From an optimization exercise on the open Yosys and OpenROAD flow, aimed at small area; shortcuts taken in it are not production practice.
At most, simulation tests tie the RTL to the original design; equivalence was not proved.
Only the layout flow was run in run 1; the RTL was not checked for function there.
Power figures rest on the tool's default switching activity, not on a simulated workload.

--- run.sh ---
#!/bin/bash
# synth_recipe.tcl (not shown) runs the flow's synth.tcl, then flattens the netlist and writes it again
# the make line also repeats each setting of config.mk as NAME=value (left out here)
make -C /OpenROAD-flow-scripts/flow DESIGN_CONFIG=/design/flow/config.mk WORK_HOME=/design/flow/orfs CLKGATE_MAP_FILE= SYNTH_SCRIPT=/design/flow/synth_recipe.tcl finish
--- design.v ---
module defog_channel(
	input	[7:0]	f,
	input	[4:0]	qdn,
	input	[7:0]	an,
	input	z,
	output	[7:0]	out
);
wire [7:0] e = ~f;
wire [7:0] pp0 = ~(f | {8{qdn[0]}});
wire [7:0] pp1 = ~(f | {8{qdn[1]}});
wire [7:0] pp2 = ~(f | {8{qdn[2]}});
wire [7:0] pp3 = ~(f | {8{qdn[3]}});
wire [7:0] pp4 = ~(f | {8{qdn[4]}});
wire t_1, t_2;
defog_fa t_fa2(.a(pp0[2]), .b(pp1[1]), .ci(pp2[0]), .s(t_1), .co(t_2));
wire t_3, t_4;
defog_fa t_fa4(.a(pp0[3]), .b(pp1[2]), .ci(pp2[1]), .s(t_3), .co(t_4));
wire t_5, t_6;
defog_fa t_fa6(.a(pp3[0]), .b(t_2), .ci(t_3), .s(t_5), .co(t_6));
wire t_7, t_8;
defog_fa t_fa8(.a(e[0]), .b(pp0[4]), .ci(pp1[3]), .s(t_7), .co(t_8));
wire t_9, t_10;
defog_fa t_fa10(.a(pp2[2]), .b(pp3[1]), .ci(pp4[0]), .s(t_9), .co(t_10));
wire t_11, t_12;
defog_fa t_fa12(.a(an[0]), .b(t_4), .ci(t_7), .s(t_11), .co(t_12));
wire t_13, t_14;
defog_fa t_fa14(.a(t_9), .b(t_11), .ci(t_6), .s(t_13), .co(t_14));
wire t_15, t_16;
defog_fa t_fa16(.a(e[1]), .b(pp0[5]), .ci(pp1[4]), .s(t_15), .co(t_16));
wire t_17, t_18;
defog_fa t_fa18(.a(pp2[3]), .b(pp3[2]), .ci(pp4[1]), .s(t_17), .co(t_18));
wire t_19, t_20;
defog_fa t_fa20(.a(an[1]), .b(t_10), .ci(t_15), .s(t_19), .co(t_20));
wire t_21, t_22;
defog_fa t_fa22(.a(t_17), .b(t_8), .ci(t_12), .s(t_21), .co(t_22));
wire t_23, t_24;
defog_fa t_fa24(.a(t_19), .b(t_14), .ci(t_21), .s(t_23), .co(t_24));
wire t_25, t_26;
defog_fa t_fa26(.a(e[2]), .b(pp0[6]), .ci(pp1[5]), .s(t_25), .co(t_26));
wire t_27, t_28;
defog_fa t_fa28(.a(pp2[4]), .b(pp3[3]), .ci(pp4[2]), .s(t_27), .co(t_28));
wire t_29, t_30;
defog_fa t_fa30(.a(an[2]), .b(t_16), .ci(t_18), .s(t_29), .co(t_30));
wire t_31, t_32;
defog_fa t_fa32(.a(t_25), .b(t_27), .ci(t_20), .s(t_31), .co(t_32));
wire t_33, t_34;
defog_fa t_fa34(.a(t_29), .b(t_22), .ci(t_31), .s(t_33), .co(t_34));
wire t_35, t_36;
defog_fa t_fa36(.a(e[3]), .b(pp0[7]), .ci(pp1[6]), .s(t_35), .co(t_36));
wire t_37, t_38;
defog_fa t_fa38(.a(pp2[5]), .b(pp3[4]), .ci(pp4[3]), .s(t_37), .co(t_38));
wire t_39, t_40;
defog_fa t_fa40(.a(an[3]), .b(t_26), .ci(t_28), .s(t_39), .co(t_40));
wire t_41, t_42;
defog_fa t_fa42(.a(t_35), .b(t_37), .ci(t_30), .s(t_41), .co(t_42));
wire t_43, t_44;
defog_fa t_fa44(.a(t_39), .b(t_32), .ci(t_41), .s(t_43), .co(t_44));
wire t_45, t_46;
defog_fa t_fa46(.a(e[4]), .b(pp1[7]), .ci(pp2[6]), .s(t_45), .co(t_46));
wire t_47, t_48;
defog_fa t_fa48(.a(pp3[5]), .b(pp4[4]), .ci(an[4]), .s(t_47), .co(t_48));
wire t_49, t_50;
defog_fa t_fa50(.a(t_36), .b(t_38), .ci(t_45), .s(t_49), .co(t_50));
wire t_51, t_52;
defog_fa t_fa52(.a(t_40), .b(t_47), .ci(t_49), .s(t_51), .co(t_52));
wire t_53, t_54;
defog_fa t_fa54(.a(t_42), .b(t_51), .ci(t_44), .s(t_53), .co(t_54));
wire t_55, t_56;
defog_fa t_fa56(.a(e[5]), .b(pp2[7]), .ci(pp3[6]), .s(t_55), .co(t_56));
wire t_57, t_58;
defog_fa t_fa58(.a(pp4[5]), .b(an[5]), .ci(t_46), .s(t_57), .co(t_58));
wire t_59, t_60;
defog_fa t_fa60(.a(t_55), .b(t_48), .ci(t_50), .s(t_59), .co(t_60));
wire t_61, t_62;
defog_fa t_fa62(.a(t_57), .b(t_52), .ci(t_59), .s(t_61), .co(t_62));
wire t_63, t_64;
defog_fa t_fa64(.a(e[6]), .b(pp3[7]), .ci(pp4[6]), .s(t_63), .co(t_64));
wire t_65, t_66;
defog_fa t_fa66(.a(an[6]), .b(t_56), .ci(t_63), .s(t_65), .co(t_66));
wire t_67, t_68;
defog_fa t_fa68(.a(t_58), .b(t_65), .ci(t_60), .s(t_67), .co(t_68));
wire t_69, t_70;
defog_fa t_fa70(.a(e[7]), .b(pp4[7]), .ci(an[7]), .s(t_69), .co(t_70));
wire t_71, t_72;
defog_fa t_fa72(.a(t_64), .b(t_66), .ci(t_69), .s(t_71), .co(t_72));
wire t_73, t_74;
defog_ha t_ha74(.a(pp0[1]), .b(pp1[0]), .s(t_73), .co(t_74));
wire t_75, t_76;
defog_ha t_ha76(.a(t_1), .b(t_74), .s(t_75), .co(t_76));
wire t_77, t_78;
defog_ha t_ha78(.a(t_5), .b(t_76), .s(t_77), .co(t_78));
wire t_79, t_80;
defog_ha t_ha80(.a(t_13), .b(t_78), .s(t_79), .co(t_80));
wire t_81, t_82;
defog_ha t_ha82(.a(t_23), .b(t_80), .s(t_81), .co(t_82));
wire t_83, t_84;
defog_fa t_fa84(.a(t_24), .b(t_33), .ci(t_82), .s(t_83), .co(t_84));
wire t_85, t_86;
defog_fa t_fa86(.a(t_34), .b(t_43), .ci(t_84), .s(t_85), .co(t_86));
wire t_87, t_88;
defog_ha t_ha88(.a(t_53), .b(t_86), .s(t_87), .co(t_88));
wire t_89, t_90;
defog_fa t_fa90(.a(t_61), .b(t_54), .ci(t_88), .s(t_89), .co(t_90));
wire t_91, t_92;
defog_fa t_fa92(.a(t_62), .b(t_67), .ci(t_90), .s(t_91), .co(t_92));
wire t_93, t_94;
defog_fa t_fa94(.a(t_71), .b(t_68), .ci(t_92), .s(t_93), .co(t_94));
wire t_95, t_96;
defog_fa t_fa96(.a(t_70), .b(t_72), .ci(t_94), .s(t_95), .co(t_96));
wire [9:0] w = {t_96, t_95, t_93, t_91, t_89, t_87, t_85, t_83, t_81, t_79};
wire zero = w[9] | w[8] | z;
assign out = ~(w[7:0] | {8{zero}});
endmodule
module defog_fa(input a, input b, input ci, output s, output co);
assign s = a ^ b ^ ci;
assign co = (a & b) | (a & ci) | (b & ci);
endmodule
module defog_ha(input a, input b, output s, output co);
assign s = a ^ b;
assign co = a & b;
endmodule
module defog_top(
	input	clk,
	input	nrst,
	input	[7:0]	r,
	input	[7:0]	g,
	input	[7:0]	b,
	input	hsync,
	input	vsync,
	input	en,
	input	frame_done_flag,
	input	[7:0]	atmos,
	output	[7:0]	defogged_r,
	output	[7:0]	defogged_g,
	output	[7:0]	defogged_b,
	output	o_hsync,
	output	o_vsync,
	output	o_en,
	output	reg [7:0]	max_of_dark
);
reg [3:0] cnt;
wire cnt_done = cnt[3] & cnt[2];
always @(posedge clk or negedge nrst) begin
	if (!nrst)
		cnt <= 4'd0;
	else if (!cnt_done)
		cnt <= cnt + 4'd1;
end
wire p2_valid = cnt[3] | cnt[2] | cnt[1];
reg [23:0] p1, p2;
always @(posedge clk) begin
	p1 <= {r, g, b};
	p2 <= p1;
end
wire [7:0] r2 = p2[23:16];
wire [7:0] g2 = p2[15:8];
wire [7:0] b2 = p2[7:0];
wire [7:0] min_rg = (r2 <= g2) ? r2 : g2;
wire [7:0] dark = (min_rg <= b2) ? min_rg : b2;
always @(posedge clk or negedge nrst) begin
	if (!nrst)
		max_of_dark <= 8'd0;
	else if (frame_done_flag)
		max_of_dark <= 8'd0;
	else if (p2_valid && dark > max_of_dark)
		max_of_dark <= dark;
end
reg [4:0] qd;
always @(*) begin
	case (dark)
		8'd0: qd = 5'd0;
		8'd1: qd = 5'd0;
		8'd2: qd = 5'd0;
		8'd3: qd = 5'd0;
		8'd4: qd = 5'd0;
		8'd5: qd = 5'd0;
		8'd6: qd = 5'd0;
		8'd7: qd = 5'd0;
		8'd8: qd = 5'd0;
		8'd9: qd = 5'd0;
		8'd10: qd = 5'd0;
		8'd11: qd = 5'd0;
		8'd12: qd = 5'd0;
		8'd13: qd = 5'd0;
		8'd14: qd = 5'd0;
		8'd15: qd = 5'd0;
		8'd16: qd = 5'd0;
		8'd17: qd = 5'd0;
		8'd18: qd = 5'd0;
		8'd19: qd = 5'd0;
		8'd20: qd = 5'd0;
		8'd21: qd = 5'd0;
		8'd22: qd = 5'd0;
		8'd23: qd = 5'd1;
		8'd24: qd = 5'd1;
		8'd25: qd = 5'd1;
		8'd26: qd = 5'd1;
		8'd27: qd = 5'd1;
		8'd28: qd = 5'd1;
		8'd29: qd = 5'd1;
		8'd30: qd = 5'd1;
		8'd31: qd = 5'd1;
		8'd32: qd = 5'd1;
		8'd33: qd = 5'd1;
		8'd34: qd = 5'd1;
		8'd35: qd = 5'd1;
		8'd36: qd = 5'd1;
		8'd37: qd = 5'd1;
		8'd38: qd = 5'd1;
		8'd39: qd = 5'd1;
		8'd40: qd = 5'd1;
		8'd41: qd = 5'd1;
		8'd42: qd = 5'd1;
		8'd43: qd = 5'd1;
		8'd44: qd = 5'd1;
		8'd45: qd = 5'd2;
		8'd46: qd = 5'd2;
		8'd47: qd = 5'd2;
		8'd48: qd = 5'd2;
		8'd49: qd = 5'd2;
		8'd50: qd = 5'd2;
		8'd51: qd = 5'd2;
		8'd52: qd = 5'd2;
		8'd53: qd = 5'd2;
		8'd54: qd = 5'd2;
		8'd55: qd = 5'd2;
		8'd56: qd = 5'd2;
		8'd57: qd = 5'd2;
		8'd58: qd = 5'd2;
		8'd59: qd = 5'd2;
		8'd60: qd = 5'd2;
		8'd61: qd = 5'd2;
		8'd62: qd = 5'd2;
		8'd63: qd = 5'd3;
		8'd64: qd = 5'd3;
		8'd65: qd = 5'd3;
		8'd66: qd = 5'd3;
		8'd67: qd = 5'd3;
		8'd68: qd = 5'd3;
		8'd69: qd = 5'd3;
		8'd70: qd = 5'd3;
		8'd71: qd = 5'd3;
		8'd72: qd = 5'd3;
		8'd73: qd = 5'd3;
		8'd74: qd = 5'd3;
		8'd75: qd = 5'd3;
		8'd76: qd = 5'd3;
		8'd77: qd = 5'd3;
		8'd78: qd = 5'd3;
		8'd79: qd = 5'd4;
		8'd80: qd = 5'd4;
		8'd81: qd = 5'd4;
		8'd82: qd = 5'd4;
		8'd83: qd = 5'd4;
		8'd84: qd = 5'd4;
		8'd85: qd = 5'd4;
		8'd86: qd = 5'd4;
		8'd87: qd = 5'd4;
		8'd88: qd = 5'd4;
		8'd89: qd = 5'd4;
		8'd90: qd = 5'd4;
		8'd91: qd = 5'd4;
		8'd92: qd = 5'd4;
		8'd93: qd = 5'd4;
		8'd94: qd = 5'd5;
		8'd95: qd = 5'd5;
		8'd96: qd = 5'd5;
		8'd97: qd = 5'd5;
		8'd98: qd = 5'd5;
		8'd99: qd = 5'd5;
		8'd100: qd = 5'd5;
		8'd101: qd = 5'd5;
		8'd102: qd = 5'd5;
		8'd103: qd = 5'd5;
		8'd104: qd = 5'd5;
		8'd105: qd = 5'd5;
		8'd106: qd = 5'd5;
		8'd107: qd = 5'd5;
		8'd108: qd = 5'd6;
		8'd109: qd = 5'd6;
		8'd110: qd = 5'd6;
		8'd111: qd = 5'd6;
		8'd112: qd = 5'd6;
		8'd113: qd = 5'd6;
		8'd114: qd = 5'd6;
		8'd115: qd = 5'd6;
		8'd116: qd = 5'd6;
		8'd117: qd = 5'd6;
		8'd118: qd = 5'd6;
		8'd119: qd = 5'd6;
		8'd120: qd = 5'd7;
		8'd121: qd = 5'd7;
		8'd122: qd = 5'd7;
		8'd123: qd = 5'd7;
		8'd124: qd = 5'd7;
		8'd125: qd = 5'd7;
		8'd126: qd = 5'd7;
		8'd127: qd = 5'd7;
		8'd128: qd = 5'd7;
		8'd129: qd = 5'd7;
		8'd130: qd = 5'd7;
		8'd131: qd = 5'd8;
		8'd132: qd = 5'd8;
		8'd133: qd = 5'd8;
		8'd134: qd = 5'd8;
		8'd135: qd = 5'd8;
		8'd136: qd = 5'd8;
		8'd137: qd = 5'd8;
		8'd138: qd = 5'd8;
		8'd139: qd = 5'd8;
		8'd140: qd = 5'd8;
		8'd141: qd = 5'd8;
		8'd142: qd = 5'd9;
		8'd143: qd = 5'd9;
		8'd144: qd = 5'd9;
		8'd145: qd = 5'd9;
		8'd146: qd = 5'd9;
		8'd147: qd = 5'd9;
		8'd148: qd = 5'd9;
		8'd149: qd = 5'd9;
		8'd150: qd = 5'd9;
		8'd151: qd = 5'd9;
		8'd152: qd = 5'd10;
		8'd153: qd = 5'd10;
		8'd154: qd = 5'd10;
		8'd155: qd = 5'd10;
		8'd156: qd = 5'd10;
		8'd157: qd = 5'd10;
		8'd158: qd = 5'd10;
		8'd159: qd = 5'd10;
		8'd160: qd = 5'd11;
		8'd161: qd = 5'd11;
		8'd162: qd = 5'd11;
		8'd163: qd = 5'd11;
		8'd164: qd = 5'd11;
		8'd165: qd = 5'd11;
		8'd166: qd = 5'd11;
		8'd167: qd = 5'd11;
		8'd168: qd = 5'd11;
		8'd169: qd = 5'd12;
		8'd170: qd = 5'd12;
		8'd171: qd = 5'd12;
		8'd172: qd = 5'd12;
		8'd173: qd = 5'd12;
		8'd174: qd = 5'd12;
		8'd175: qd = 5'd12;
		8'd176: qd = 5'd12;
		8'd177: qd = 5'd13;
		8'd178: qd = 5'd13;
		8'd179: qd = 5'd13;
		8'd180: qd = 5'd13;
		8'd181: qd = 5'd13;
		8'd182: qd = 5'd13;
		8'd183: qd = 5'd14;
		8'd184: qd = 5'd14;
		8'd185: qd = 5'd14;
		8'd186: qd = 5'd14;
		8'd187: qd = 5'd14;
		8'd188: qd = 5'd14;
		8'd189: qd = 5'd14;
		8'd190: qd = 5'd14;
		8'd191: qd = 5'd15;
		8'd192: qd = 5'd15;
		8'd193: qd = 5'd15;
		8'd194: qd = 5'd15;
		8'd195: qd = 5'd15;
		8'd196: qd = 5'd15;
		8'd197: qd = 5'd16;
		8'd198: qd = 5'd16;
		8'd199: qd = 5'd16;
		8'd200: qd = 5'd16;
		8'd201: qd = 5'd16;
		8'd202: qd = 5'd16;
		8'd203: qd = 5'd17;
		8'd204: qd = 5'd17;
		8'd205: qd = 5'd17;
		8'd206: qd = 5'd17;
		8'd207: qd = 5'd18;
		8'd208: qd = 5'd18;
		8'd209: qd = 5'd18;
		8'd210: qd = 5'd18;
		8'd211: qd = 5'd18;
		8'd212: qd = 5'd18;
		8'd213: qd = 5'd18;
		8'd214: qd = 5'd19;
		8'd215: qd = 5'd19;
		8'd216: qd = 5'd19;
		8'd217: qd = 5'd19;
		8'd218: qd = 5'd20;
		8'd219: qd = 5'd20;
		8'd220: qd = 5'd20;
		8'd221: qd = 5'd20;
		8'd222: qd = 5'd20;
		8'd223: qd = 5'd21;
		8'd224: qd = 5'd21;
		8'd225: qd = 5'd21;
		8'd226: qd = 5'd21;
		8'd227: qd = 5'd22;
		8'd228: qd = 5'd22;
		8'd229: qd = 5'd22;
		8'd230: qd = 5'd22;
		8'd231: qd = 5'd22;
		8'd232: qd = 5'd23;
		8'd233: qd = 5'd23;
		8'd234: qd = 5'd23;
		8'd235: qd = 5'd24;
		8'd236: qd = 5'd24;
		8'd237: qd = 5'd24;
		8'd238: qd = 5'd24;
		8'd239: qd = 5'd24;
		8'd240: qd = 5'd25;
		8'd241: qd = 5'd25;
		8'd242: qd = 5'd25;
		8'd243: qd = 5'd26;
		8'd244: qd = 5'd26;
		8'd245: qd = 5'd26;
		8'd246: qd = 5'd26;
		8'd247: qd = 5'd27;
		8'd248: qd = 5'd27;
		8'd249: qd = 5'd27;
		8'd250: qd = 5'd28;
		8'd251: qd = 5'd28;
		8'd252: qd = 5'd28;
		8'd253: qd = 5'd29;
		8'd254: qd = 5'd29;
		8'd255: qd = 5'd29;
		default: qd = 5'd0;
	endcase
end
wire [7:0] an = ~atmos;
wire [7:0] fr, fg, fb;
wire zr, zg, zb;
defog_sub sr(.an(an), .c(r2), .f(fr), .z(zr));
defog_sub sg(.an(an), .c(g2), .f(fg), .z(zg));
defog_sub sb(.an(an), .c(b2), .f(fb), .z(zb));
reg [4:0] qdn3;
reg [23:0] f3;
reg [2:0] z3;
always @(posedge clk) begin
	qdn3 <= ~qd;
	f3 <= {fr, fg, fb};
	z3 <= {zr, zg, zb};
end
wire [23:0] res;
defog_channel ur(.f(f3[23:16]), .qdn(qdn3), .an(an), .z(z3[2]), .out(res[23:16]));
defog_channel ug(.f(f3[15:8]), .qdn(qdn3), .an(an), .z(z3[1]), .out(res[15:8]));
defog_channel ub(.f(f3[7:0]), .qdn(qdn3), .an(an), .z(z3[0]), .out(res[7:0]));
reg [23:0] d4, d5, d6, d7, d8, d9, d10, d11, d12;
always @(posedge clk) begin
	d4 <= res;
	d5 <= d4;
	d6 <= d5;
	d7 <= d6;
	d8 <= d7;
	d9 <= d8;
	d10 <= d9;
	d11 <= d10;
	d12 <= d11;
end
assign defogged_r = d12[23:16];
assign defogged_g = d12[15:8];
assign defogged_b = d12[7:0];
reg [2:0] s1, s2, s3, s4, s5, s6, s7, s8, s9, s10, s11, s12;
always @(posedge clk) begin
	s1 <= {hsync, vsync, en};
	s2 <= s1;
	s3 <= s2;
	s4 <= s3;
	s5 <= s4;
	s6 <= s5;
	s7 <= s6;
	s8 <= s7;
	s9 <= s8;
	s10 <= s9;
	s11 <= s10;
	s12 <= s11;
end
assign {o_hsync, o_vsync, o_en} = s12 & {3{cnt_done}};
endmodule
module defog_sub(
	input	[7:0]	an,
	input	[7:0]	c,
	output	[7:0]	f,
	output	z
);
wire [8:0] cy;
defog_ha h0(.a(an[0]), .b(c[0]), .s(f[0]), .co(cy[1]));
genvar i;
generate for (i = 1; i < 8; i = i + 1) begin : gsub
	defog_fa fa(.a(an[i]), .b(c[i]), .ci(cy[i]), .s(f[i]), .co(cy[i+1]));
end endgenerate
assign z = cy[8];
endmodule
--- constraint.sdc ---
create_clock -name core_clock -period 6.734 [get_ports {clk}]
set_input_delay 1.3468 -clock core_clock [delete_from_list [all_inputs] [get_ports {clk}]]
set_output_delay 1.3468 -clock core_clock [all_outputs]
set_load 0.01 [all_outputs]
--- config.mk ---
export PLATFORM = sky130hd
export DESIGN_NAME = defog_top
export DESIGN_NICKNAME = defog_top
export VERILOG_FILES = /design/flow/design.v
export SDC_FILE = /design/flow/constraint.sdc
export NUM_CORES = 4
export LEC_CHECK = 0
export ABC_AREA = 1
export CAP_MARGIN = 20
export CORE_MARGIN = 2
export CORE_UTILIZATION = 70
export CTS_BUF_LIST = sky130_fd_sc_hd__clkbuf_16
export CTS_CLUSTER_DIAMETER = 80
export CTS_CLUSTER_SIZE = 30
export PLACE_DENSITY = 0.8
export SLEW_MARGIN = 20
==> results.txt, run 1 <==
CP delay by family, top=adder cells; Yosys warnings=1; Critical path destination=d4[6]; CP Cell Sequence=clkdlybuf4s50_1 > fa_1 > fa_1 > fa_1 > inv_1 > ha_1 > fa_1 > inv_1 > fa_1 > inv_1 > ha_1 > inv_1 > fa_1 > fa_1 > fa_1 > inv_1 > fa_1 > or3_4 > nor2_1; sequential area share after synthesis=0.535; die span in y=140 µm; pre-CTS setup slack=-0.272 ns; Async S/R FF share, synth=0.0349; Worst-Margin Slew=0.664 ns; Final min period=6.52 ns; Post-Syn Instances=1147; slowest CP cell=fa_1; fin worst setup slack=0.216 ns; Synth area leaders=dfxtp_1 51%, fa_1 22%, inv_1 6.4%; Crit. Startpoint=atmos[0]; Clk pwr share=0.133; clock tree from TritonCTS=built; mux cell area share after synthesis=0.000868; total gr overflow=0; # rows=49; H-tree depth=1; Min Hold Slack=0.332 ns; Required @ worst endpoint=7.17 ns; GRT Overall Usage=0.242; fin crit share=0.968; combinational family with the most area after synthesis=adder cells; r2r worst-path depth=21; drt initial violations=441; Worst-path clk slew=0.10 ns; r2r endpoint=d4[6]; ant diodes=0; LEAKAGE=6.77 nW; Max Slew Vio Count=0; top_reg_cell synth=dfxtp_1; largest net degree at the start of global routing=32; via count=7495; FF-to-FF Start=qdn3[0]; Flop pwr share=0.349; Fillers=1059; EDFF count, synth=0; xor/xnor cell area share of the yosys netlist=0.00338; vias per cell=5.12; vias in the first global route=8114; Synth Area in Compound Gates=0.0254; Core ar.=18100 µm²; synthesized-area fraction occupied by adder cells=0.256; Crit. End Element=flip-flop; sw frac=0.403; clock tree buffer depth=3; Setup Fix Bufs, Post-CTS=0; initial antenna violation count=0; Hold Path Depth=0; Fin. Hold Viols=0; Num CTS Buffers=15; DRT Pass-1 Iters=20; switching power=0.00303 W; layout cells sized above 1=0.0664; post-route cell area=14400 µm²; fin nets=1451; slew margin rel.=0.552; clk_skew=0.0109 ns; Gate power share=0.518; Num Clock Sinks=344; CP max stage delay=0.56 ns; fmax=153 MHz; Post-Layout Cell Count=1464; Power Density=521 nW/µm²; R2R Setup Slk=0.40 ns; Horiz. Die Dim=140 µm; worst-path fanout max=8; max cap viols=0; placed insts=1444; post-synth cell types=42; Placed Instance Area=14000 µm²; # port buffers=72; global-route wire length before repair=37.5 mm; syn_nets=1366; Hold Crit Class=flip-flop to flip-flop; Routed WL per cell=15.0 µm; Final setup viols=0; Residual DRC=0; top-level port count=73; Worst EP arrival=6.96 ns; Buf/Inv on CP=6; RePlAce Congestion=0.947; top cell type's share of synthesized area=0.512; remaining antenna violation count=0; Worst-Skew Late Latency=0.51 ns; Synth Cell Area=13000 µm²; status=finished clean; Critical Path Source Type=input port; Top cell by count, worst path=fa_1; total wire length=22.0 mm; CTS Root Cell=clkbuf_16; RSZ-0062 raised after global routing=false; Avg Cell Area, Syn=11.3 µm²; Max rail drop VDD=0.000349 V; post-synthesis simple-gate area fraction=0.106; internal power=0.00449 W; Final HPWL DP=16.5 mm; WP depth=19; total power=0.00752 W; Initial Utilization=0.717; dominant cell type by area after synthesis=dfxtp_1; synthesis-to-finish area growth=11.2%; critical path class=input port to flip-flop; die footprint=19600 µm²; synthesized flop and latch total=344
cell type report:
type,count,area (µm²),area share
Sequential cell,344,6950,0.482
Multi-Input combinational cell,557,5100,0.353
Inverter,228,858,0.0595
Timing Repair Buffer,86,826,0.0572
Clock buffer,15,375,0.0260
Tap cell,229,287,0.0199
Clock inverter,5,36.3,0.00252
how the worst min path moves through the flow:
stage / start / end / slack (ns)
after floorplan: d9[0] / d10[0] / 0.31
after global placement: s1[0] / s2[0] / 0.31
after detailed placement: d10[16] / d11[16] / 0.31
after CTS: d10[14] / d11[14] / 0.33
after global routing: d6[1] / d7[1] / 0.34
final: d7[16] / d8[16] / 0.33
timing repair:
item	CTS	global route
hold buffers	0	0
hold endpoints to repair	0	0
setup endpoints to repair	0	15
gates resized for setup	0	3
state kept, by name, indices dropped and copies added (netlist names), 5 cells and up:
signal,count
d10,24
d11,24
d12,24
d4,24
d5,24
d6,24
d7,24
d8,24
d9,24
f3,24
p1,24
p2,24
max_of_dark,8
qdn3,5
layout by cell type (no fill, tap or decap), types with 15 or more instances in the layout:
cell / count
nand2_1: 121
a21oi_1: 18
inv_1: 223
nor2_1: 118
clkbuf_16: 15
nand3_1: 29
dfxtp_1: 331
clkdlybuf4s50_1: 72
fa_1: 141
ha_1: 40
Yosys cell counts (5+ instances only):
cell,number
dfrtp_1,12
or2_2,11
o21ai_1,5
a21oi_1,18
nand4_1,6
clkbuf_1,13
nand2_1,121
inv_2,5
inv_1,221
nor2_1,118
nand3_1,29
ha_1,40
nand2_2,13
fa_1,141
o21ai_0,13
o22ai_1,7
dfxtp_1,332
cell families after synthesis:
group           Yosys count
compound gates           55
simple gates            315
flops                   344
xor+xnor                  5
buf+inv                 246
fa+ha+maj               181
mux                       1
worst reg2reg max path, delay by kind of cell (launching register included):
kind	cells	cell delay (ns)
adders and majority gates	12	4.58
buffers and inverters	6	0.43
DFF	1	0.58
and+or+nand+nor	3	0.69
metal layers:
layer | share of wire | GRT usage
met5 | 0 | 0
met2 | 0.51 | 0.434
met4 | 0.045 | 0.112
met3 | 0.058 | 0.0427
met1 | 0.39 | 0.285
power groups by stage:
stage	Clock, W	Combinational [W]	Sequential, W
4_1_cts	0.00103	0.00390	0.00263
3_5_place_dp	0	0.00372	0.00267
3_3_place_gp	0	0.00350	0.00265
2_1_floorplan	0	0.00280	0.00260
5_1_grt	0.00109	0.00456	0.00266
6_report	0.00100	0.00390	0.00262
through the flow:
step,setup TNS (ns),utilization
finish,0,0.798
global route,0,0.798
floorplan,0,-
global placement,-2.39,0.774
detailed placement,-5.06,0.774
CTS,0,0.797
==> run 2: changes to the inputs <==
--- a/design.v
+++ b/design.v
@@ -157,4 +157,20 @@
 wire [7:0] b2 = p2[7:0];
-wire [7:0] min_rg = (r2 <= g2) ? r2 : g2;
-wire [7:0] dark = (min_rg <= b2) ? min_rg : b2;
+wire [8:0] ar, ag, ab;
+wire [7:0] dark;
+assign ar[8] = 1'b1;
+assign ag[8] = 1'b1;
+assign ab[8] = 1'b1;
+genvar k;
+generate for (k = 7; k >= 0; k = k - 1) begin : gmin
+	assign dark[k] = ~((ar[k+1] & ~r2[k]) | (ag[k+1] & ~g2[k]) | (ab[k+1] & ~b2[k]));
+	assign ar[k] = ar[k+1] & ~(r2[k] & ~dark[k]);
+	assign ag[k] = ag[k+1] & ~(g2[k] & ~dark[k]);
+	assign ab[k] = ab[k+1] & ~(b2[k] & ~dark[k]);
+end endgenerate
+wire [8:0] gt;
+assign gt[0] = 1'b0;
+generate for (k = 0; k < 8; k = k + 1) begin : ggt
+	assign gt[k+1] = (dark[k] & ~max_of_dark[k]) | (dark[k] & gt[k]) | (~max_of_dark[k] & gt[k]);
+end endgenerate
+wire dark_gt = gt[8];
 always @(posedge clk or negedge nrst) begin
@@ -164,3 +180,3 @@
 		max_of_dark <= 8'd0;
-	else if (p2_valid && dark > max_of_dark)
+	else if (p2_valid && dark_gt)
 		max_of_dark <= dark;
==> results.txt, run 2 <==
syn_nets=1261 (-7.7%); synthesized flop and latch total=344 (unchanged); fin crit share=0.918 (-0.0498); commonest non-fill, non-tap cell in the layout=dfxtp_1; Worst-Margin Slew=0.589 ns (-0.0752 ns); initial antenna violation count=0 (unchanged); critical path class=flip-flop to flip-flop; clock tree from TritonCTS=built; fin worst setup slack=0.552 ns (+0.336 ns); Crit. End Element=flip-flop; Hold Path Sink=d8[7]; Final HPWL DP=16.1 mm (-2.9%); # port buffers=72 (unchanged); Max Slew Vio Count=0 (unchanged); dominant cell type by area after synthesis=dfxtp_1; ant diodes=0 (unchanged); layout cells sized above 1=0.0691 (+0.00269); R2R Setup Slk=0.55 ns (+0.15 ns); clk_skew=0.0229 ns (+0.0120 ns); vias in the first global route=7423 (-8.5%); top post-synthesis cells by count=332 x dfxtp_1, 188 x inv_1, 141 x fa_1; Residual DRC=0 (unchanged); Initial Utilization=0.720 (+0.00318); Hold Path Depth=0 (unchanged); pre-CTS setup slack=0.0408 ns (+0.313 ns); Worst-Skew Late Latency=0.51 ns (about the same); global-route wire length before repair=36.6 mm (-2.3%); Worst-path clk slew=0.11 ns (about the same); largest net degree at the start of global routing=32 (unchanged); total wire length=22.2 mm (+0.99%); r2r worst-path depth=20 (-4.8%); CTS Root Cell=clkbuf_16; Power Density=405 nW/µm² (-22%); RePlAce Congestion=0.869 (-8.2%); Yosys warnings=1 (unchanged); total power=0.00567 W (-25%); # rows=48 (-2.0%); Placed Instance Area=13500 µm² (-3.5%); LEAKAGE=6.51 nW (-3.8%); Final setup viols=0 (unchanged); Post-Syn Instances=1066 (-7.1%); fmax=162 MHz (+5.4%); Synth area leaders=dfxtp_1 53%, fa_1 23%, inv_1 5.6%; post-synth cell types=45 (+7.1%); Num Clock Sinks=344 (unchanged); drt initial violations=491 (+11%); Setup Fix Bufs, Post-CTS=0 (unchanged); fin nets=1346 (-7.2%); CTS Hold Bufs=0 (unchanged); top cell type's share of synthesized area=0.532 (+0.0192); Core ar.=17400 µm² (-4.0%); Critical Path Source Type=flip-flop; synthesis-to-finish area growth=12.0%; remaining antenna violation count=0 (unchanged); Worst EP arrival=6.62 ns (-0.34 ns); top-level port count=73 (unchanged); clock tree buffer depth=3 (unchanged); GRT Overall Usage=0.252 (+0.0105); Async S/R FF share, synth=0.0349 (unchanged); Avg Cell Area, Syn=11.7 µm² (+3.7%); max cap viols=0 (unchanged); RSZ-0062 raised after global routing=false; Required @ worst endpoint=7.17 ns (about the same); setup TNS=0 ns (unchanged); slew margin rel.=0.606 (+0.0545); Crit. Startpoint=qdn3[0]; number of gates resized after cts=0 (unchanged); H-tree depth=1 (unchanged); DRT Pass-1 Iters=7 (-65%); Routed WL per cell=16.1 µm (+6.9%); Max rail drop VDD=0.000367 V (+5.0%); most frequent cells in the layout=332 x dfxtp_1, 190 x inv_1, 141 x fa_1, 114 x nor2_1, 108 x nand2_1; worst-path fanout max=11 (+3); via count=7047 (-6.0%); EDFF count, synth=0 (unchanged); top_reg_cell synth=dfxtp_1; most common cell in the synthesized netlist=dfxtp_1; Fin. Hold Viols=0 (unchanged); r2r endpoint=d4[17]; hold path start=d7[7]; Hold Crit Class=flip-flop to flip-flop; die footprint=18900 µm² (-3.5%); status=finished clean; total gr overflow=0 (unchanged); Final min period=6.18 ns (-0.336 ns); die span in y=138 µm (-1.8%); Horiz. Die Dim=138 µm (-1.8%); FF-to-FF Start=qdn3[0]; sequential area share after synthesis=0.556 (+0.0200); Num CTS Buffers=16 (+1); post-route cell area=14000 µm² (-2.9%); Synth Cell Area=12500 µm² (-3.6%); vias per cell=5.10 (-0.47%)
## run 2: per-layer routing
metal,up-vias,part of all wire,global-route usage
met5,-,0,0
met4,0,0.023,0.0619
met3,48,0.051,0.0313
met2,231,0.52,0.458
met1,3437,0.40,0.323
li1,3331,-,-
## run 2: critical path: stages, from the launching register on
cell	delay, ns
dfxtp_1	0.66
inv_1	0.12
buf_4	0.21
nand2_1	0.12
fa_1	0.44
fa_1	0.49
inv_1	0.05
fa_1	0.43
fa_1	0.53
ha_1	0.17
fa_1	0.20
fa_1	0.17
ha_1	0.16
inv_1	0.06
fa_1	0.39
fa_1	0.39
fa_1	0.37
inv_1	0.07
fa_1	0.40
or3_1	0.51
nor2_1	0.17
## run 2: worst max-delay path by stage
| stage | slack (ns) | cells after the start | end |
|---|---|---|---|
| after global routing | 0.28 | 19 | d4[6] |
| after detailed placement | 0.04 | 17 | d4[1] |
| after global placement | 0.17 | 17 | d4[0] |
| final | 0.55 | 20 | d4[17] |
| after CTS | 0.56 | 17 | d4[1] |
| after floorplan | 0.77 | 22 | d4[0] |
## run 2: power by group
group          leakage [nW]  total, W  internal (W)  switching [W]
registers              2.90   0.00260       0.00243       0.000163
clock network         0.249   0.00109      0.000476       0.000617
logic                  3.36   0.00198      0.000855        0.00113
## run 2: layout make-up
| class | count | area, µm² |
|---|---|---|
| Multi-Input combinational cell | 513 | 4760 |
| Inverter | 192 | 721 |
| Tap cell | 225 | 282 |
| Fill cell | 995 | 3350 |
| Clock buffer | 17 | 425 |
| Timing Repair Buffer | 84 | 811 |
| Clock inverter | 8 | 66.3 |
| Sequential cell | 344 | 6950 |
## run 2: kinds of logic (layout without fill, tap and decap cells)
group	count (synthesis)	after routing	synth area share
DFF	344	344	0.556
and+or+nand+nor	306	306	0.111
xor gates and xnor gates	5	5	0.00350
AOI/OAI and AO/OA	45	45	0.0242
adders and majority gates	157	157	0.242
buffers and inverters	209	301	0.0639
## run 2: through the flow
step / cells / hold WS, ns / utilization
final: 1383 / 0.318 / 0.807
after global routing: 1383 / 0.323 / 0.807
after floorplan: 1066 / 0.310 / -
after global placement: 1358 / 0.309 / 0.779
after CTS: 1383 / 0.320 / 0.807
after detailed placement: 1358 / 0.312 / 0.779
==> run 3: changes to the inputs <==
==> flow/run.sh (new file) <==
#!/bin/bash
# The standard layout (standard.sh, unchanged synthesis), with two settings:
# - port buffers: every input and output port still gets its own buffer,
#   but the small sky130_fd_sc_hd__buf_1 instead of the default choice;
# - clock tree: sink clustering into fewer, larger clusters, no dummy loads.
set -euo pipefail
export BUFFER_PORTS_ARGS="-buffer_cell sky130_fd_sc_hd__buf_1"
export CTS_ARGS="-sink_clustering_enable -repair_clock_nets -sink_clustering_size 30 -sink_clustering_max_diameter 80 -buf_list sky130_fd_sc_hd__clkbuf_16 -dont_use_dummy_load"
bash standard.sh > standard.log 2>&1
==> standard.sh (new file) <==
#!/bin/bash
# synth_recipe.tcl (not shown) runs the flow's synth.tcl, then flattens the netlist and writes it again
# the make line also repeats each setting of config.mk as NAME=value (left out here)
make -C /OpenROAD-flow-scripts/flow DESIGN_CONFIG=/design/flow/config.mk WORK_HOME=/design/flow/orfs CLKGATE_MAP_FILE= SYNTH_SCRIPT=/design/flow/synth_recipe.tcl "${@:-finish}"
--- a/config.mk
+++ b/config.mk
@@ -11,5 +11,2 @@
 export CORE_UTILIZATION = 70
-export CTS_BUF_LIST = sky130_fd_sc_hd__clkbuf_16
-export CTS_CLUSTER_DIAMETER = 80
-export CTS_CLUSTER_SIZE = 30
 export PLACE_DENSITY = 0.8
removed: run.sh
==> results.txt, run 3 <==
status=finished clean; Initial Utilization=0.720 (unchanged); synthesis-to-finish area growth=7.40%; Horiz. Die Dim=138 µm (unchanged); global-route wire length before repair=33.2 mm (-9.4%); syn_nets=1261 (unchanged); critical path class=flip-flop to flip-flop; Synth Cell Area=12500 µm² (unchanged); Fin. Hold Viols=0 (unchanged); Required @ worst endpoint=7.14 ns (-0.03 ns); Core ar.=17400 µm² (unchanged); LEAKAGE=6.25 nW (-4.0%); CTS Hold Bufs=0 (unchanged); top-level port count=73 (unchanged); Worst EP arrival=6.62 ns (about the same); initial antenna violation count=0 (unchanged); RePlAce Congestion=0.894 (+2.8%); Max rail drop VDD=0.000297 V (-19%); Final setup viols=0 (unchanged); commonest non-fill, non-tap cell in the layout=dfxtp_1; DRT Pass-1 Iters=5 (-2); most frequent cells in the layout=332 x dfxtp_1, 188 x inv_1, 141 x fa_1, 114 x nor2_1, 108 x nand2_1; GRT Overall Usage=0.227 (-0.0252); Num Clock Sinks=344 (unchanged); fin nets=1341 (-0.37%); Hold Crit Class=flip-flop to flip-flop; Residual DRC=0 (unchanged); R2R Setup Slk=0.52 ns (-0.04 ns); top post-synthesis cells by count=332 x dfxtp_1, 188 x inv_1, 141 x fa_1; Max Slew Vio Count=0 (unchanged); via count=6958 (-1.3%); vias in the first global route=7069 (-4.8%); Flop pwr share=0.473 (+0.015); drt initial violations=354 (-28%); Gate power share=0.346 (-0.004); top cell type's share of synthesized area=0.532 (unchanged); Worst-Margin Slew=0.738 ns (+0.149 ns); sw frac=0.333 (-0.00329); CTS Root Cell=clkbuf_16; Crit. Startpoint=qdn3[0]; Worst-path clk slew=0.11 ns (about the same); remaining antenna violation count=0 (unchanged); total gr overflow=0 (unchanged); EDFF count, synth=0 (unchanged); die span in y=138 µm (unchanged); internal power=0.00364 W (-3.2%); Synth area leaders=dfxtp_1 53%, fa_1 23%, inv_1 5.6%; Post-Syn Instances=1066 (unchanged); FF-to-FF Start=qdn3[0]; total wire length=20.1 mm (-9.7%); most common cell in the synthesized netlist=dfxtp_1; Clk pwr share=0.181 (-0.012); ant diodes=0 (unchanged); Critical path destination=d4[18]; synthesized flop and latch total=344 (unchanged); largest net degree at the start of global routing=31 (-3.1%); final core occ=0.774 (-0.0334); Setup Fix Bufs, Post-CTS=0 (unchanged); switching power=0.00182 W (-4.6%); layout cells sized above 1=0.0603 (-0.00877); setup TNS=0 ns (unchanged); Yosys warnings=1 (unchanged); Crit. End Element=flip-flop; fin crit share=0.923 (+0.00520); r2r worst-path depth=20 (unchanged); Avg Cell Area, Syn=11.7 µm² (unchanged); # rows=48 (unchanged); max cap viols=0 (unchanged); Power Density=407 nW/µm² (+0.50%); sequential area share after synthesis=0.556 (unchanged); post-synth cell types=45 (unchanged); slew margin rel.=0.508 (-0.0980); clock tree buffer depth=3 (unchanged); clk_skew=0.0338 ns (+0.0108 ns); Routed WL per cell=14.7 µm (-8.8%); die footprint=18900 µm² (unchanged); Final HPWL DP=15.3 mm (-5.0%); Critical Path Source Type=flip-flop; Fillers=1102 (+11%); Async S/R FF share, synth=0.0349 (unchanged); clock tree from TritonCTS=built; Num CTS Buffers=16 (unchanged); dominant cell type by area after synthesis=dfxtp_1; r2r endpoint=d4[18]; top_reg_cell synth=dfxtp_1; H-tree depth=1 (unchanged); # port buffers=72 (unchanged); vias per cell=5.08 (-0.25%); Final min period=6.22 ns (+0.0350 ns); worst-path fanout max=11 (unchanged); number of gates resized after cts=0 (unchanged); RSZ-0062 raised after global routing=false; fmax=161 MHz (-0.56%); Worst-Skew Late Latency=0.50 ns (about the same)
## run 3: changes by cell type in the layout (fill, tap and decap cells not counted)
cell	before	now
clkdlybuf4s50_1	72	0
clkbuf_16	17	16
inv_12	1	0
inv_6	2	0
buf_1	0	72
clkinv_2	1	0
buf_4	12	7
clkinv_1	1	0
inv_1	190	188
clkinv_8	1	0
## run 3: cell type report
class / count / area (µm²) / area share
Timing Repair Buffer: 79 / 323 / 0.0240
Multi-Input combinational cell: 513 / 4760 / 0.354
Clock buffer: 16 / 400 / 0.0298
Tap cell: 225 / 282 / 0.0210
Sequential cell: 344 / 6950 / 0.517
Inverter: 192 / 721 / 0.0537
## run 3: metal layers
layer  track usage  vias to the layer above  part of all wire
met1         0.293                     3389              0.41
met5             0                        -                 0
met3        0.0313                       41             0.054
li1              -                     3306                 -
met4        0.0785                        0             0.026
met2         0.397                      222              0.51
## run 3: critical path, cell delays in order (launching register included)
cell     delay (ns)
dfxtp_1        0.63
inv_1          0.14
buf_4          0.22
nand2_1        0.10
fa_1           0.44
fa_1           0.52
inv_1          0.07
fa_1           0.43
fa_1           0.54
ha_1           0.17
fa_1           0.19
fa_1           0.17
ha_1           0.14
inv_1          0.05
fa_1           0.37
fa_1           0.39
fa_1           0.37
inv_1          0.07
fa_1           0.39
or3_1          0.54
nor2_1         0.19
## run 3: logic make-up after synthesis
kind of cell,count (synthesis),share of synthesized area
flops,344,0.556
fa+ha+maj,157,0.242
buf+inv,209,0.0639
compound gates,45,0.0242
xor+xnor,5,0.00350
simple gates,306,0.111
## run 3: worst min path at each step
| stage | to | from | depth (start not counted) | slack, ns |
|---|---|---|---|---|
| after floorplan | d10[0] | d9[0] | 0 | 0.31 |
| after global placement | s5[1] | s4[1] | 0 | 0.31 |
| after detailed placement | d10[19] | d9[19] | 0 | 0.31 |
| after CTS | d7[4] | d6[4] | 0 | 0.31 |
| after global routing | d7[4] | d6[4] | 0 | 0.31 |
| final | p2[13] | p1[13] | 0 | 0.31 |
## run 3: through the flow
step / total power [W] / setup slack, ns / instance area [µm²] / instances / hold slack (ns)
4_1_cts: 0.00552 / 0.531 / 13400 / 1369 / 0.310
6_report: 0.00546 / 0.517 / 13400 / 1369 / 0.308
3_3_place_gp: 0.00437 / 0.412 / 13000 / 1353 / 0.310
2_1_floorplan: 0.00396 / 0.771 / 12500 / 1066 / 0.310
3_5_place_dp: 0.00452 / 0.232 / 13000 / 1353 / 0.312
5_1_grt: 0.00595 / 0.274 / 13400 / 1369 / 0.309
## run 3: power groups by stage
stage,Sequential [W],Combinational (W),Clock (W)
2_1_floorplan,0.00259,0.00137,0
3_3_place_gp,0.00261,0.00176,0
3_5_place_dp,0.00264,0.00188,0
4_1_cts,0.00259,0.00191,0.00102
5_1_grt,0.00263,0.00223,0.00108
6_report,0.00258,0.00189,0.000991
==> run 4: changes to the inputs <==
==> flow/run.sh (replaced) <==
#!/bin/bash
# The standard layout (standard.sh, with its synthesis unchanged), with:
# - full-adder polarity: after synthesis, flow/fapol.py flips full-adder
#   cells (FA is self-dual) to need fewer inverters; registers untouched;
# - port buffers: every input and output port still gets its own buffer,
#   the small sky130_fd_sc_hd__buf_1 instead of the default choice;
# - clock tree: sinks clustered into fewer, larger clusters, no dummy loads.
set -euo pipefail
export BUFFER_PORTS_ARGS="-buffer_cell sky130_fd_sc_hd__buf_1"
export CTS_ARGS="-sink_clustering_enable -repair_clock_nets -sink_clustering_size 30 -sink_clustering_max_diameter 80 -buf_list sky130_fd_sc_hd__clkbuf_16 -dont_use_dummy_load"
bash standard.sh synth > synth.log 2>&1
R=orfs/results/${FLOW_PLATFORM}/defog_top/base
cp $R/1_2_yosys.v yosys_netlist.v
if python3 flow/fapol.py yosys_netlist.v fapol_netlist.v > fapol.log 2>&1; then
  cp fapol_netlist.v $R/1_2_yosys.v
  touch $R/1_2_yosys.v
fi
bash standard.sh > layout.log 2>&1
==> flow/fapol.py (new file) <==
#!/usr/bin/env python3
"""Re-assigns the polarity of full-adder cells in a flat gate-level netlist
(written by Yosys) to cut inverters.  A full adder is self-dual:
FA(~a, ~b, ~c) = (~sum, ~cout), so each FA may be "flipped" (all inputs and
both outputs complemented) without changing the function.  All inverter
cells are taken out, the flips are chosen greedily to need the fewest
inverters, and one inverter is put back for each signal that is needed in
the polarity its driver does not give.

usage: fapol.py IN.v OUT.v
"""
import re, sys
from collections import defaultdict

src = open(sys.argv[1]).read()
m = re.search(r"^module\s+(\w+)", src, re.M)
# split into header (module ... up to first cell), cells, footer
cell_re = re.compile(r"^(\s*)(sky130_fd_sc_hd__\w+)\s+(\S+)\s*\((.*?)\);\s*$", re.S | re.M)
pin_re = re.compile(r"\.(\w+)\(([^()]*)\)")
OUT = {"X", "Y", "Q", "Q_N", "SUM", "COUT", "HI", "LO"}

cells = []  # [type, name, {pin: net}, span]
for mm in cell_re.finditer(src):
    pins = {p: n.strip() for p, n in pin_re.findall(mm.group(4))}
    cells.append([mm.group(2), mm.group(3), pins, mm.span()])

def is_inv(t):
    return re.fullmatch(r"sky130_fd_sc_hd__(inv|clkinv)_\d+", t) is not None

def is_fa(t):
    return re.fullmatch(r"sky130_fd_sc_hd__fa_\d+", t) is not None

# inverter graph: net -> (root, pol)
inv_of = {}  # output net -> input net
for t, n, p, _ in cells:
    if is_inv(t):
        inv_of[p["Y"]] = p["A"]

def root(net):
    pol = 0
    seen = 0
    while net in inv_of:
        net = inv_of[net]
        pol ^= 1
        seen += 1
        if seen > 100:
            raise SystemExit("inverter loop")
    return net, pol

# nets that must stay as they are: ports (outputs) and anything named like a clock
port_nets = set()
for mm in re.finditer(r"^\s*(input|output|inout)\s+(\[[^\]]*\]\s*)?([^;]+);", src, re.M):
    for nm in mm.group(3).split(","):
        port_nets.add(nm.strip())
outputs = set()
for mm in re.finditer(r"^\s*output\s+(\[[^\]]*\]\s*)?([^;]+);", src, re.M):
    for nm in mm.group(2).split(","):
        outputs.add(nm.strip())

# consumers: list of (cellidx, pin, root, pol)
cons = []
fa_idx = []
for i, (t, n, p, _) in enumerate(cells):
    if is_inv(t):
        continue
    if is_fa(t):
        fa_idx.append(i)
    for pin, net in p.items():
        if pin in OUT:
            continue
        r, pol = root(net)
        cons.append((i, pin, r, pol))
# output ports that are driven through inverters count as consumers too
assigns = re.findall(r"^\s*assign\s+(.+?)\s*=\s*(.+?)\s*;", src, re.M)
if any(re.search(r"\S", a[1]) for a in assigns):
    pass
port_cons = []
for net in outputs:
    if net in inv_of:
        r, pol = root(net)
        port_cons.append((net, r, pol))

# which cell drives each root net, and via which pin
drv = {}
for i, (t, n, p, _) in enumerate(cells):
    if is_inv(t):
        continue
    for pin, net in p.items():
        if pin in OUT:
            drv[net] = (i, pin)

flip = defaultdict(int)  # cell index -> 0/1

def need_sets():
    need = defaultdict(set)  # root -> set of physical polarities needed
    for i, pin, r, pol in cons:
        need[r].add(pol ^ flip[i] if is_fa(cells[i][0]) else pol)
    for net, r, pol in port_cons:
        need[r].add(pol)
    return need

def produced(r):
    d = drv.get(r)
    if d is None:
        return 0
    return flip[d[0]]

def cost():
    need = need_sets()
    c = 0
    for r, s in need.items():
        pr = produced(r)
        if (pr ^ 1) in s:
            c += 1
    return c

fa_roots = {}
root_users = defaultdict(list)
for k, (i, pin, r, pol) in enumerate(cons):
    root_users[r].append(k)
for i in fa_idx:
    rs = set()
    for pin, net in cells[i][2].items():
        if pin in OUT:
            rs.add(net)
        else:
            rs.add(root(net)[0])
    fa_roots[i] = rs

port_by_root = defaultdict(list)
for net, r, pol in port_cons:
    port_by_root[r].append(pol)

def root_cost(r):
    s = set()
    for k in root_users[r]:
        i, pin, _, pol = cons[k]
        s.add(pol ^ flip[i] if is_fa(cells[i][0]) else pol)
    for pol in port_by_root[r]:
        s.add(pol)
    return 1 if (produced(r) ^ 1) in s else 0

def local(i):
    return sum(root_cost(r) for r in fa_roots[i])

for i in list(fa_idx):
    if any(net in port_nets for pin, net in cells[i][2].items() if pin in OUT):
        fa_idx.remove(i)
before = cost()
changed = True
it = 0
while changed and it < 50:
    changed = False
    it += 1
    for i in fa_idx:
        c0 = local(i)
        flip[i] ^= 1
        c1 = local(i)
        if c1 < c0:
            changed = True
        else:
            flip[i] ^= 1
import random
random.seed(1)
best = cost(); bestflip = dict(flip)
T = 1.0
for step in range(20000):
    i = random.choice(fa_idx)
    c0 = local(i)
    flip[i] ^= 1
    c1 = local(i)
    d = c1 - c0
    if d <= 0 or random.random() < pow(2.718, -d / T):
        pass
    else:
        flip[i] ^= 1
    T = max(0.05, T * 0.9997)
    if step % 500 == 0:
        c = cost()
        if c < best:
            best = c; bestflip = dict(flip)
c = cost()
if c < best:
    best = c; bestflip = dict(flip)
flip.clear(); flip.update(bestflip)
changed = True
while changed:
    changed = False
    for i in fa_idx:
        c0 = local(i)
        flip[i] ^= 1
        c1 = local(i)
        if c1 < c0:
            changed = True
        else:
            flip[i] ^= 1
after = cost()
n_inv_before = sum(1 for c in cells if is_inv(c[0]))
sys.stderr.write("fapol: %d inverters in; polarity cost %d -> %d; %d of %d full adders flipped\n"
                 % (n_inv_before, before, after, sum(flip[i] for i in fa_idx), len(fa_idx)))

# rebuild: every root r gets net r with produced polarity; if the other polarity
# is needed, one inverter drives net "r_fapoln" (or reuse an existing output port name)
need = need_sets()
newname = {}
extra = []
k = 0
def esc(net):
    return net
def inv_net(r):
    return newname[r]
for r, s in need.items():
    pr = produced(r)
    if (pr ^ 1) in s:
        k += 1
        nn = "fapol_n%d" % k
        newname[r] = nn
        extra.append((r, nn))

# physical net for (root, wanted polarity)
def phys(r, want):
    return r if produced(r) == want else newname[r]

# output ports driven through inverters: keep the port name as the net of the
# wanted polarity, via a buffer-free route: we drive the port with an inverter
# or assign statement
out_lines = []
pieces = []
last = 0
for i, (t, n, p, span) in enumerate(cells):
    pieces.append(src[last:span[0]])
    last = span[1]
    if is_inv(t):
        continue
    newp = {}
    for pin, net in p.items():
        if pin in OUT:
            newp[pin] = net
        else:
            r, pol = root(net)
            want = pol ^ flip[i] if is_fa(t) else pol
            newp[pin] = phys(r, want)
    indent = re.match(r"\s*", src[span[0]:span[1]]).group(0)
    pins = ",\n".join("%s    .%s(%s)" % (indent, pin, net + (" " if net.startswith("\\") else "")) for pin, net in newp.items())
    pieces.append("%s%s %s (\n%s);" % (indent, t, n, pins))
pieces.append(src[last:])
body = "".join(pieces)
# declarations and new inverters before endmodule
add = []
for r, nn in extra:
    add.append("  wire %s;" % nn)
for j, (r, nn) in enumerate(extra):
    if produced(r) == 0:
        add.append("  sky130_fd_sc_hd__inv_1 fapol_inv%d (\n    .A(%s),\n    .Y(%s));" % (j, r + (" " if r.startswith("\\") else ""), nn))
    else:
        add.append("  sky130_fd_sc_hd__inv_1 fapol_inv%d (\n    .A(%s),\n    .Y(%s));" % (j, r + (" " if r.startswith("\\") else ""), nn))
# output ports that were driven by inverters: now drive them from the right polarity
for net, r, pol in port_cons:
    pn = phys(r, pol)
    add.append("  assign %s = %s;" % (net, pn + (" " if pn.startswith("\\") else "")))
idx = body.rindex("endmodule")
body = body[:idx] + "\n".join(add) + "\n" + body[idx:]
open(sys.argv[2], "w").write(body)
==> results.txt, run 4 <==
fin worst setup slack=0.240 ns (-0.278 ns); Hold Crit Class=flip-flop to flip-flop; total power=0.00559 W (+2.3%); Fin. Hold Viols=0 (unchanged); Residual DRC=0 (unchanged); # rows=48 (unchanged); vias per cell=5.40 (+6.1%); die footprint=18500 µm² (-2.3%); GRT Overall Usage=0.272 (+0.0447); Crit. Startpoint=qdn3[1]; FF-to-FF Start=qdn3[1]; Worst-path clk slew=0.11 ns (about the same); total wire length=23.9 mm (+19%); Hold Path Depth=0 (unchanged); total gr overflow=0 (unchanged); RSZ-0062 raised after global routing=false; LEAKAGE=6.08 nW (-2.8%); number of gates resized after cts=0 (unchanged); Gate power share=0.353 (+0.007); Worst-Skew Late Latency=0.52 ns (+0.02 ns); DRT Pass-1 Iters=7 (+2); worst-path fanout max=8 (-3); Max rail drop VDD=0.000245 V (-18%); internal power=0.00370 W (+1.4%); Routed WL per cell=18.4 µm (+26%); via count=6992 (+0.49%); Flop pwr share=0.465 (-0.008); Setup Fix Bufs, Post-CTS=0 (unchanged); drt initial violations=506 (+43%); max cap viols=0 (unchanged); largest net degree at the start of global routing=31 (unchanged); status=finished clean; Num Clock Sinks=344 (unchanged); critical path class=flip-flop to flip-flop; slew margin rel.=0.535 (+0.0263); r2r worst-path depth=16 (-20%); Worst EP arrival=6.93 ns (+0.31 ns); layout cells sized above 1=0.0691 (+0.00878); CTS Root Cell=clkbuf_16; Avg Cell Area, Syn=12.4 µm² (+5.4%); Crit. End Element=flip-flop; Max Slew Vio Count=0 (unchanged); Final HPWL DP=15.6 mm (+2.5%); Required @ worst endpoint=7.17 ns (+0.03 ns); top-level port count=73 (unchanged); Final setup viols=0 (unchanged); vias in the first global route=7453 (+5.4%); ant diodes=0 (unchanged); commonest non-fill, non-tap cell in the layout=dfxtp_1; H-tree depth=1 (unchanged); Clk pwr share=0.182 (about the same); CTS Hold Bufs=0 (unchanged); remaining antenna violation count=0 (unchanged); Core ar.=17200 µm² (-1.0%); Synth Cell Area=12200 µm² (-2.4%); hold path start=d6[14]; clock tree buffer depth=3 (unchanged); switching power=0.00189 W (+4.1%); Horiz. Die Dim=136 µm (-1.2%); clock tree from TritonCTS=built; clk_skew=0.0537 ns (+0.0200 ns); Initial Utilization=0.711 (-0.00971); pre-CTS setup slack=-0.335 ns (-0.567 ns); Num CTS Buffers=16 (unchanged); most frequent cells in the layout=332 x dfxtp_1, 139 x fa_1, 114 x nor2_1, 113 x inv_1, 108 x nand2_1; die span in y=136 µm (-1.2%); Critical Path Source Type=flip-flop; Post-Syn Instances=987 (-7.4%); RePlAce Congestion=0.877 (-1.8%); Final min period=6.49 ns (+0.278 ns); initial antenna violation count=0 (unchanged); sw frac=0.339 (+0.00568); synthesis-to-finish area growth=8.04%; fin crit share=0.964 (+0.0412); Power Density=424 nW/µm² (+4.2%); global-route wire length before repair=37.9 mm (+14%); fin nets=1268 (-5.4%); # port buffers=72 (unchanged); fmax=154 MHz (-4.3%); syn_nets=1182 (-6.3%); Yosys warnings=1 (unchanged); Worst-Margin Slew=0.698 ns (-0.0394 ns)
-- run 4: layout make-up --
| type | instances | area (µm²) |
|---|---|---|
| tap | 225 | 282 |
| multi-input combinational | 513 | 4770 |
| timing repair buffer | 85 | 368 |
| sequential | 344 | 6950 |
| fill | 1002 | 3990 |
| clock buffer | 16 | 400 |
| inverter | 113 | 424 |
-- run 4: final timing paths --
| path | to | slack [ns] |
|---|---|---|
| setup / recovery | d4[4] | 0.24 |
| hold / removal | d7[14] | 0.31 |
| setup reg to reg | d4[4] | 0.24 |
| hold reg to reg | d7[14] | 0.31 |
| max in group asynchronous | cnt[0] | 5.41 |
| min in group asynchronous | cnt[3] | 0.86 |
-- run 4: routing by layer --
| metal | GRT usage | routed length (µm) |
|---|---|---|
| met5 | 0 | 0 |
| met4 | 0.135 | 1300 |
| met3 | 0.0451 | 1460 |
| met2 | 0.478 | 12300 |
| met1 | 0.325 | 8850 |
-- run 4: critical path, cell delays in order, from the launching register on --
cell and delay (ns):
dfxtp_1 0.32, or2_2 0.32, fa_1 0.54, inv_1 0.09, fa_1 0.43, fa_1 0.53
fa_1 0.50, ha_1 0.22, fa_1 0.46, fa_1 0.44, ha_1 0.25, fa_2 0.42
fa_2 0.41, fa_1 0.47, fa_1 0.48, or3_4 0.43, nor2_1 0.11
-- run 4: metrics by stage --
step	hold slack, ns	util	cells	TNS [ns]	cell area (µm²)
after floorplan	0.310	-	987	0	12200
after global placement	0.310	0.744	1280	-1.32	12800
after detailed placement	0.312	0.744	1280	-2.70	12800
after CTS	0.313	0.767	1296	0	13200
after global routing	0.321	0.768	1296	0	13200
final	0.314	0.768	1296	0	13200
-- run 4: power groups by stage --
stage	Combinational, W	Sequential (W)	Clock (W)
2_1_floorplan	0.00130	0.00259	0
3_3_place_gp	0.00167	0.00260	0
3_5_place_dp	0.00181	0.00263	0
4_1_cts	0.00195	0.00260	0.00103
5_1_grt	0.00222	0.00263	0.00109
6_report	0.00198	0.00260	0.00102
==> run 5: changes to the inputs <==
==> flow/run.sh (replaced) <==
#!/bin/bash
# The standard layout (standard.sh, with its synthesis unchanged), with:
# - after synthesis, the netlist between the registers is improved for area;
#   registers keep their instances, names and cell types:
#   1. flow/fapol.py flips full-adder cells (FA is self-dual) to need fewer
#      inverters,
#   2. flow/resyn.sh re-maps the gates between registers and adders with ABC
#      for area;
# - port buffers: every input and output port still gets its own buffer,
#   the small sky130_fd_sc_hd__buf_1 instead of the default choice;
# - clock tree: sinks clustered into fewer, larger clusters, no dummy loads.
# Each tool's output goes to a log of its own in this folder.
set -euo pipefail
export BUFFER_PORTS_ARGS="-buffer_cell sky130_fd_sc_hd__buf_1"
export CTS_ARGS="-sink_clustering_enable -repair_clock_nets -sink_clustering_size 20 -sink_clustering_max_diameter 60 -buf_list sky130_fd_sc_hd__clkbuf_8 -dont_use_dummy_load"
bash standard.sh synth > synth.log 2>&1
R=orfs/results/${FLOW_PLATFORM}/defog_top/base
cp $R/1_2_yosys.v yosys_netlist.v
cp yosys_netlist.v net_in.v
if python3 flow/fapol.py net_in.v fapol_netlist.v > fapol.log 2>&1; then
  cp fapol_netlist.v net_in.v
fi
if bash flow/resyn.sh net_in.v resyn_netlist.v > resyn.log 2>&1; then
  cp resyn_netlist.v net_in.v
fi
cp net_in.v $R/1_2_yosys.v
touch $R/1_2_yosys.v
bash standard.sh > layout.log 2>&1
==> flow/resyn.abc (new file) <==
strash
dch -f
map -a
mfs2
strash
dch -f
map -a
topo
==> flow/resyn.sh (new file) <==
#!/bin/bash
# Re-maps the combinational logic of a synthesized netlist for area with ABC.
# Flip-flops, full/half adders and tie cells are kept as they are (same
# instances, same names); only the gates between them are re-mapped.
# usage: resyn.sh IN.v OUT.v
set -euo pipefail
IN=$1; OUT=$2
HERE=$(cd "$(dirname "$0")" && pwd)
LIB=$FLOW_HOME/platforms/$FLOW_PLATFORM/lib/sky130_fd_sc_hd__tt_025C_1v80.lib
YOSYS=$FLOW_HOME/../tools/install/yosys/bin/yosys
DU=""
for c in $(sed -n '/DONT_USE_CELLS += /,/^$/p' $FLOW_HOME/platforms/$FLOW_PLATFORM/config.mk | tr -d '\\' | tr ' ' '\n' | grep sky130); do
  DU="$DU -dont_use $c"
done
cat > resyn.ys <<EOY
read_liberty -ignore_miss_func $LIB
read_verilog $IN
hierarchy -top $FLOW_TOP
setattr -mod -set keep_hierarchy 1 sky130_fd_sc_hd__fa_* sky130_fd_sc_hd__ha_* sky130_fd_sc_hd__df* sky130_fd_sc_hd__conb*
flatten
opt_clean -purge
select -module $FLOW_TOP
abc -liberty $LIB -script $HERE/resyn.abc $DU -dont_use sky130_fd_sc_hd__clk* -dont_use sky130_fd_sc_hd__dly*
select -clear
opt_clean -purge
rename -hide w:*.*
splitnets
opt_clean -purge
tee -o resyn_stat.txt stat -liberty $LIB $FLOW_TOP
select $FLOW_TOP
write_verilog -noattr -selected $OUT
EOY
$YOSYS -q -l resyn_yosys.log resyn.ys
==> results.txt, run 5 <==
global-route wire length before repair=31.9 mm (-16%); Routed WL per cell=15.4 µm (-16%); RSZ-0062 raised after global routing=false; via count=6494 (-7.1%); status=finished clean; Num Clock Sinks=344 (unchanged); critical path class=flip-flop to flip-flop; synthesis-to-finish area growth=8.33%; Top cell by count, worst path=fa_1; Max Slew Vio Count=0 (unchanged); Required @ worst endpoint=7.19 ns (+0.02 ns); clock tree buffer depth=3 (unchanged); Yosys warnings=1 (unchanged); most frequent cells in the layout=332 x dfxtp_1, 147 x nor2_1, 141 x fa_1, 115 x inv_1, 72 x buf_1; DRT Pass-1 Iters=5 (-2); Final setup viols=0 (unchanged); commonest non-fill, non-tap cell in the layout=dfxtp_1; Clk pwr share=0.165 (-0.017); CTS Root Cell=clkbuf_8; vias in the first global route=6763 (-9.3%); vias per cell=5.19 (-3.8%); CP Cell Sequence=or2_2 > fa_1 > inv_1 > fa_1 > fa_1 > fa_1 > ha_1 > fa_1 > fa_1 > ha_1 > fa_1 > fa_1 > fa_1 > fa_1 > or3_4 > nor2_1; FF-to-FF Start=f3[3]; CP max stage delay=0.52 ns (-0.02 ns); H-tree depth=1 (unchanged); largest net degree at the start of global routing=21 (-32%); Worst-Skew Late Latency=0.55 ns (+0.03 ns); Worst-Margin Slew=0.626 ns (-0.0720 ns); initial antenna violation count=0 (unchanged); RePlAce Congestion=0.916 (+4.4%); CTS Hold Bufs=0 (unchanged); clock tree from TritonCTS=built; Num CTS Buffers=22 (+6); fmax=156 MHz (+1.6%); Fin. Hold Viols=0 (unchanged); Avg Cell Area, Syn=12.8 µm² (+3.7%); Flop pwr share=0.506 (+0.041); Final min period=6.39 ns (-0.102 ns); pre-CTS setup slack=-0.247 ns (+0.0880 ns); slowest CP cell=fa_1; max cap viols=0 (unchanged); CP delay by family, top=adder cells; drt initial violations=347 (-31%); LEAKAGE=5.73 nW (-5.7%); clk_skew=0.0477 ns (-0.00604 ns); Core ar.=16500 µm² (-3.8%); fin nets=1228 (-3.2%); ant diodes=0 (unchanged); Synth Cell Area=11800 µm² (-3.4%); Critical Path Source Type=flip-flop; Crit. Startpoint=f3[3]; Hold Crit Class=flip-flop to flip-flop; syn_nets=1115 (-5.7%); switching power=0.00163 W (-14%); WP depth=16 (unchanged); Residual DRC=0 (unchanged); Initial Utilization=0.714 (+0.00305); r2r worst-path depth=16 (unchanged); Worst-path clk slew=0.11 ns (about the same); internal power=0.00346 W (-6.5%); # port buffers=72 (unchanged); hold path start=p1[22]; Power Density=398 nW/µm² (-6.1%); Crit. End Element=flip-flop; die span in y=134 µm (-1.7%); fin crit share=0.949 (-0.0152); # rows=47 (-2.1%); Final HPWL DP=14.6 mm (-6.4%); Worst EP arrival=6.85 ns (-0.08 ns); Placed Instance Area=12500 µm² (-2.4%); sw frac=0.320 (-0.0189); worst-path fanout max=8 (unchanged); total gr overflow=0 (unchanged); post-route cell area=12800 µm² (-3.1%); fin worst setup slack=0.342 ns (+0.102 ns); Max rail drop VDD=0.000228 V (-7.1%); die footprint=17900 µm² (-3.3%); GRT Overall Usage=0.229 (-0.0432); layout cells sized above 1=0.0485 (-0.0206); Post-Syn Instances=920 (-6.8%); Horiz. Die Dim=134 µm (-1.7%); slew margin rel.=0.583 (+0.0480); Gate power share=0.329 (-0.024); Hold Path Depth=0 (unchanged); total wire length=19.3 mm (-19%); remaining antenna violation count=0 (unchanged); Buf/Inv on CP=1 (unchanged); top-level port count=73 (unchanged)
run 5: worst paths after layout:
kind | to | slack [ns]
max | d4[1] | 0.34
min | p2[22] | 0.29
max reg2reg | d4[1] | 0.34
min reg2reg | p2[22] | 0.29
max in group asynchronous | max_of_dark[3] | 5.56
min in group asynchronous | cnt[0] | 0.77
run 5: metrics by stage:
step           utilization  power [W]  std cells  setup TNS, ns  hold slack (ns)
2_1_floorplan            -    0.00382        920              0            0.310
3_3_place_gp         0.755    0.00416       1229          -1.21            0.309
3_5_place_dp         0.755    0.00430       1229          -2.05            0.312
4_1_cts              0.773    0.00515       1251              0            0.301
5_1_grt              0.773    0.00551       1251              0            0.298
6_report             0.773    0.00508       1251              0            0.289
run 5: repair_timing:
action / CTS / global route
endpoints found under the setup margin: 0 / 12
resized for setup: 0 / 3
setup buffers: 0 / 0
hold endpoints to repair: 0 / 0
run 5: layer usage:
metal,routed length [µm],global-route usage,vias to the layer above
li1,-,-,3039
met5,0,0,-
met3,1180,0.0420,59
met4,702,0.0975,0
met1,7610,0.283,3162
met2,9830,0.398,234
run 5: area by class of cell:
class,instances,area (µm²)
Inverter,115,432
Clock buffer,22,303
Multi-Input combinational cell,461,4420
Fill cell,1052,3750
Sequential cell,344,6950
Timing Repair Buffer,89,398
Tap cell,220,275
run 5: power by group through the flow:
stage	registers, W	logic (W)	clock network, W
after floorplan	0.00260	0.00121	0
after global placement	0.00260	0.00156	0
after detailed placement	0.00263	0.00168	0
after CTS	0.00258	0.00170	0.000873
after global routing	0.00261	0.00195	0.000948
final	0.00257	0.00167	0.000838
run 5: worst register-to-register path: cells and delay by family (launching register included):
family / cells / cell delay (ns)
simple gates: 3 / 0.85
buf+inv: 1 / 0.06
flops: 1 / 0.32
fa+ha+maj: 12 / 5.12

-- what the ideal ports hide --
No port has a modelled driver above. Below, the same layouts with a new extraction and two added sets of constraints. Step 1: set_driving_cell puts a clkbuf_16 on clk and a buf_2 on each other input, an assumption about the parent block. Step 2, shift: input delay + t, output delay - t, t = (earliest + latest rising clock arrival at the registers) / 2. This alone moves slack from input paths to output paths. a / b / c = ideal / step 1 / step 2; a / b = the first two.
| run | t, ns | setup WS [ns] | worst setup path at the end | slew at the worst register clock pin (ns) | cell pins on the clock port's net |
|---|---|---|---|---|---|
| run 1 | 0.543 | 0.216 / 0.229 / -0.314 | input to register | 0.11 / 0.11 | 1 |
| run 2 | 0.538 | 0.552 / 0.552 / 0.049 | input to register | 0.11 / 0.11 | 1 |
| run 3 | 0.530 | 0.517 / 0.517 / 0.285 | input to register | 0.11 / 0.11 | 1 |
| run 4 | 0.536 | 0.240 / 0.240 / -0.111 | input to register | 0.11 / 0.11 | 1 |
| run 5 | 0.572 | 0.342 / 0.342 / -0.096 | input to register | 0.11 / 0.11 | 1 |
With both steps, setup timing fails in run 1, run 4 and run 5, where it was met with ideal ports. The setup slack of run 1, which loses most, moves by +0.013 ns with the drivers and by -0.530 ns with both steps.
